This design comes from an exercise in tuning for small area on the open sky130 flow, not from production work. The RTL was checked by simulation tests, not by an equivalence proof against the original design. The clock port is modelled as an ideal driver, which makes a skipped or thinned clock tree look cheaper than it is; a real chip needs a root buffer or a tree. Power figures rest on the tool's default switching activity, not on a simulated workload.

Setup of lane 1:
==> flow/design.v (excerpt) <==
module vga_writer (
   input vclock,
   input reset,
   input [11:0] location,
   input [4:0] orientation,
   input [11:0] target_location,
   input new_data,
   input orientation_ready,
   input [10:0] hcount,
   input [9:0]  vcount,
   input hsync,
   input vsync,
   input blank,
   output phsync,
   output pvsync,
   output pblank,
   output [23:0] pixel
   );
export LEC_CHECK = 0
export CAP_MARGIN = 20
export CORE_MARGIN = 2
export CORE_UTILIZATION = 65
export SLEW_MARGIN = 20
create_clock -name core_clock -period 12.0 [get_ports {vclock}]
standard.sh (not shown) runs the stock make flow with config.mk's settings and CLKGATE_MAP_FILE= SYNTH_SCRIPT=/design/flow/synth_recipe.tcl, a recipe that flattens the netlist after the stock synthesis.
==> flow/flow/run.sh <==
#!/bin/bash
# Layout flow: the standard flow (standard.sh) with three changes.
# 1. Synthesis is ORFS's own synthesis script with the full-adder extraction
#    step off (ADDER_MAP_FILE empty, no Kogge-Stone adder map) and abc run with
#    an area script (flow/abc_deep.script: four rounds of &deepsyn, then amap
#    area mapping), so the arithmetic is optimised together with the logic
#    around it. Registers are inferred, mapped and named exactly as in the
#    standard synthesis.
# 2. Port buffers are the smallest buffer cell (buf_1) instead of the default.
# 3. Clock tree: flow/cts.tcl is ORFS's cts.tcl with clock_tree_synthesis
#    replaced by four clkbuf_8, one per quadrant of the registers, each at
#    the centre of its registers and fed from the clock port; the rest of the
#    step (placement legalisation, timing repair) is unchanged.
# Each step's full output goes to its own log here (synth.log, layout.log);
# ORFS's per-step logs are under orfs/logs.
set -euo pipefail
W=$(pwd)
mkdir -p "$W/syn_scripts" "$W/lay_scripts"
for f in "$FLOW_HOME"/scripts/*; do
  ln -sf "$f" "$W/syn_scripts/"
  ln -sf "$f" "$W/lay_scripts/"
done
rm -f "$W/syn_scripts/abc_area.script" "$W/lay_scripts/cts.tcl"
cp "$W/flow/abc_deep.script" "$W/syn_scripts/abc_area.script"
cp "$W/flow/cts.tcl" "$W/lay_scripts/cts.tcl"
SCRIPTS_DIR="$W/syn_scripts" ADDER_MAP_FILE= SYNTH_OPERATIONS_ARGS=-noshare ABC_AREA=1 \
  bash standard.sh synth > "$W/synth.log" 2>&1
SCRIPTS_DIR="$W/lay_scripts" FLOW_CLK_GROUPS=4 FLOW_CLK_BUF=sky130_fd_sc_hd__clkbuf_8 \
BUFFER_PORTS_ARGS="-buffer_cell sky130_fd_sc_hd__buf_1" \
  bash standard.sh > "$W/layout.log" 2>&1
Other scripts of this flow, unchanged in this note and not shown: flow/flow/abc_deep.script, flow/flow/cts.tcl
--- input diff lane 1..lane 2 ---
--- a/flow/design.v
+++ b/flow/design.v
@@ -80,54 +80,51 @@
          o1  = c[0] ? p9 : (c2 ? {7'b0, r, 1'b0} : 16'd0);
          o2  = c3 ? p66 : (c2 ? {3'b0, r, 5'b0} : 16'd0);
          t   = add16(o1, o2, 1'b0);
          nz  = |t[7:0];
          hi  = add16({8'b0, r}, ~{8'b0, t[15:8]}, ~nz);
          lo  = c3 ? hi[7:0] : (c2 ? {2'b0, r[7:2]} : (c1 ? p66[15:8] : 8'd0));
          p2c = {1'b0, xn, sw ? lo : hi[7:0], sw ? hi[7:0] : lo};
       end
    endfunction
    reg [11:0] tloc;
    reg        nrxs;
    reg [7:0]  nrxv;
-   reg [7:0]  nry;
-   reg        rrst;    
+   reg [8:0]  nry;
    wire [17:0] pc  = p2c(vsync ? tloc : location);
    wire        pxs = ~pc[16];                     
    wire [7:0]  pxv = pc[15:8] ^ {8{pxs}};
    always @(posedge vclock) begin
       if (reset) begin
-         rrst <= 1'b1;
          nrxs <= 1'b1;
          nrxv <= 8'hFF;
-         nry  <= 8'hFF;
+         nry  <= ~9'h1C0;
       end else if (!vsync && (new_data | orientation_ready)) begin
-         rrst <= 1'b0;
          nrxs <= ~pxs;
          nrxv <= ~pxv;
-         nry  <= ~pc[7:0];
+         nry  <= ~{1'b0, pc[7:0]};
       end
       if (!reset && !vsync) tloc <= target_location;
    end
    wire       rxs = ~nrxs;
    wire [7:0] rxv = ~nrxv;
-   wire [7:0] ry  = ~nry;
+   wire [8:0] ry  = ~nry;
    wire [15:0] hh = add16({6'b0, hcount[10:1]}, 16'hFF04, 1'b0);
    wire [15:0] vv = add16({7'b0, vcount[9:1]}, 16'hFF03, vcount[0]);
    wire [15:0] tz = add16(hh, {{8{pxs}}, pxv}, pxs);
    wire [15:0] tw = add16(vv, {8'b0, pc[7:0]}, 1'b0);
    wire tsq = (tz[15:3] == 13'd0) & (tw[15:3] == 13'd0);
    wire [15:0] rz = add16(hh, {{8{rxs}}, rxv}, rxs);
-   wire [15:0] rw = add16(vv, {8'b0, ry}, 1'b0);
-   wire rsq = (rz[15:3] == 13'd0) & (rw[15:3] == (rrst ? 13'd8 : 13'd0));
+   wire [15:0] rw = add16(vv, {{7{ry[8]}}, ry}, 1'b0);
+   wire rsq = (rz[15:3] == 13'd0) & (rw[15:3] == 13'd0);
    wire [2:0] wl = rw[2:0];
    wire [3:0] dx = {~rz[2], rz[1:0], hcount[0]};
    wire [3:0] dy = {wl[2], ~wl[1:0], vcount[0]};
    function [3:0] ab;    
       input [3:0] v;
       begin
          ab[0] = ((v == 4'd1) | (v == 4'd3) | (v == 4'd5) | (v == 4'd7) | (v == 4'd9) | (v == 4'd11) | (v == 4'd13) | (v == 4'd15));
          ab[1] = ((v == 4'd2) | (v == 4'd3) | (v == 4'd6) | (v == 4'd7) | (v == 4'd9) | (v == 4'd10) | (v == 4'd13) | (v == 4'd14));
          ab[2] = ((v == 4'd4) | (v == 4'd5) | (v == 4'd6) | (v == 4'd7) | (v == 4'd9) | (v == 4'd10) | (v == 4'd11) | (v == 4'd12));
          ab[3] = ((v == 4'd8));
       end
    endfunction
### Flow results
Diff lane 1..lane 2 | synthesized cell count | negligible. Looking only at synthesis-to-layout area growth, and setting everything else aside, the higher value of lane 1 and lane 2 goes to lane 1. Against lane 1, lane 2 reports a total via count after detailed routing that is higher. The area enclosed by the die boundary was comparable across lane 1 and lane 2. Lane 2 -> lane 1: sequential share of layout area flat. Power delta (lane 2 -> lane 1): insignificant. Placement-stage worst setup slack (lower): lane 2. Post-synth design cell area delta (lane 2 -> lane 1): insignificant. Lane 2 ended up with a higher routed wire length than lane 1 did. A standard cell with the maximum stage delay on the critical path of sky130_fd_sc_hd__o22ai_1 is what lane 1 shows, while sky130_fd_sc_hd__clkinv_1 belongs to lane 2. Diff lane 1 -> lane 2 | compound-gate portion of the synthesized area | increase of 0.56 points. Delta(met3 usage in global routing, lane 2 - lane 1) > 0.
In every run of this note, the design's own scripts or RTL, not TritonCTS, make the clock network.

-- afterwards: timing with drivers on the ports --
Ports are ideal in the flow. The routed layouts listed here were re-timed in OpenROAD. Step 1 assumes that a clkbuf_16 drives the clock port and a buf_2 every other input. Step 2 also shifts input and output timing later by t, the mid clock arrival at the registers, as if the neighbouring blocks saw the same clock. Slacks: ideal ports / drivers / drivers and shift; pairs: ideal ports / drivers.
run	t, ns	setup WS [ns]	hold WS [ns]	worst slew at a driven data input, ns
lane 1	0.210	2.373 / 2.396 / 2.186	0.330 / 0.330 / 0.330	0.04
lane 2	0.227	1.420 / 1.463 / 1.236	0.330 / 0.330 / 0.330	0.04
After both steps every run listed still meets setup and hold. For lane 1, which loses most, drivers alone change the setup slack by +0.023 ns; drivers and shift together by -0.187 ns.
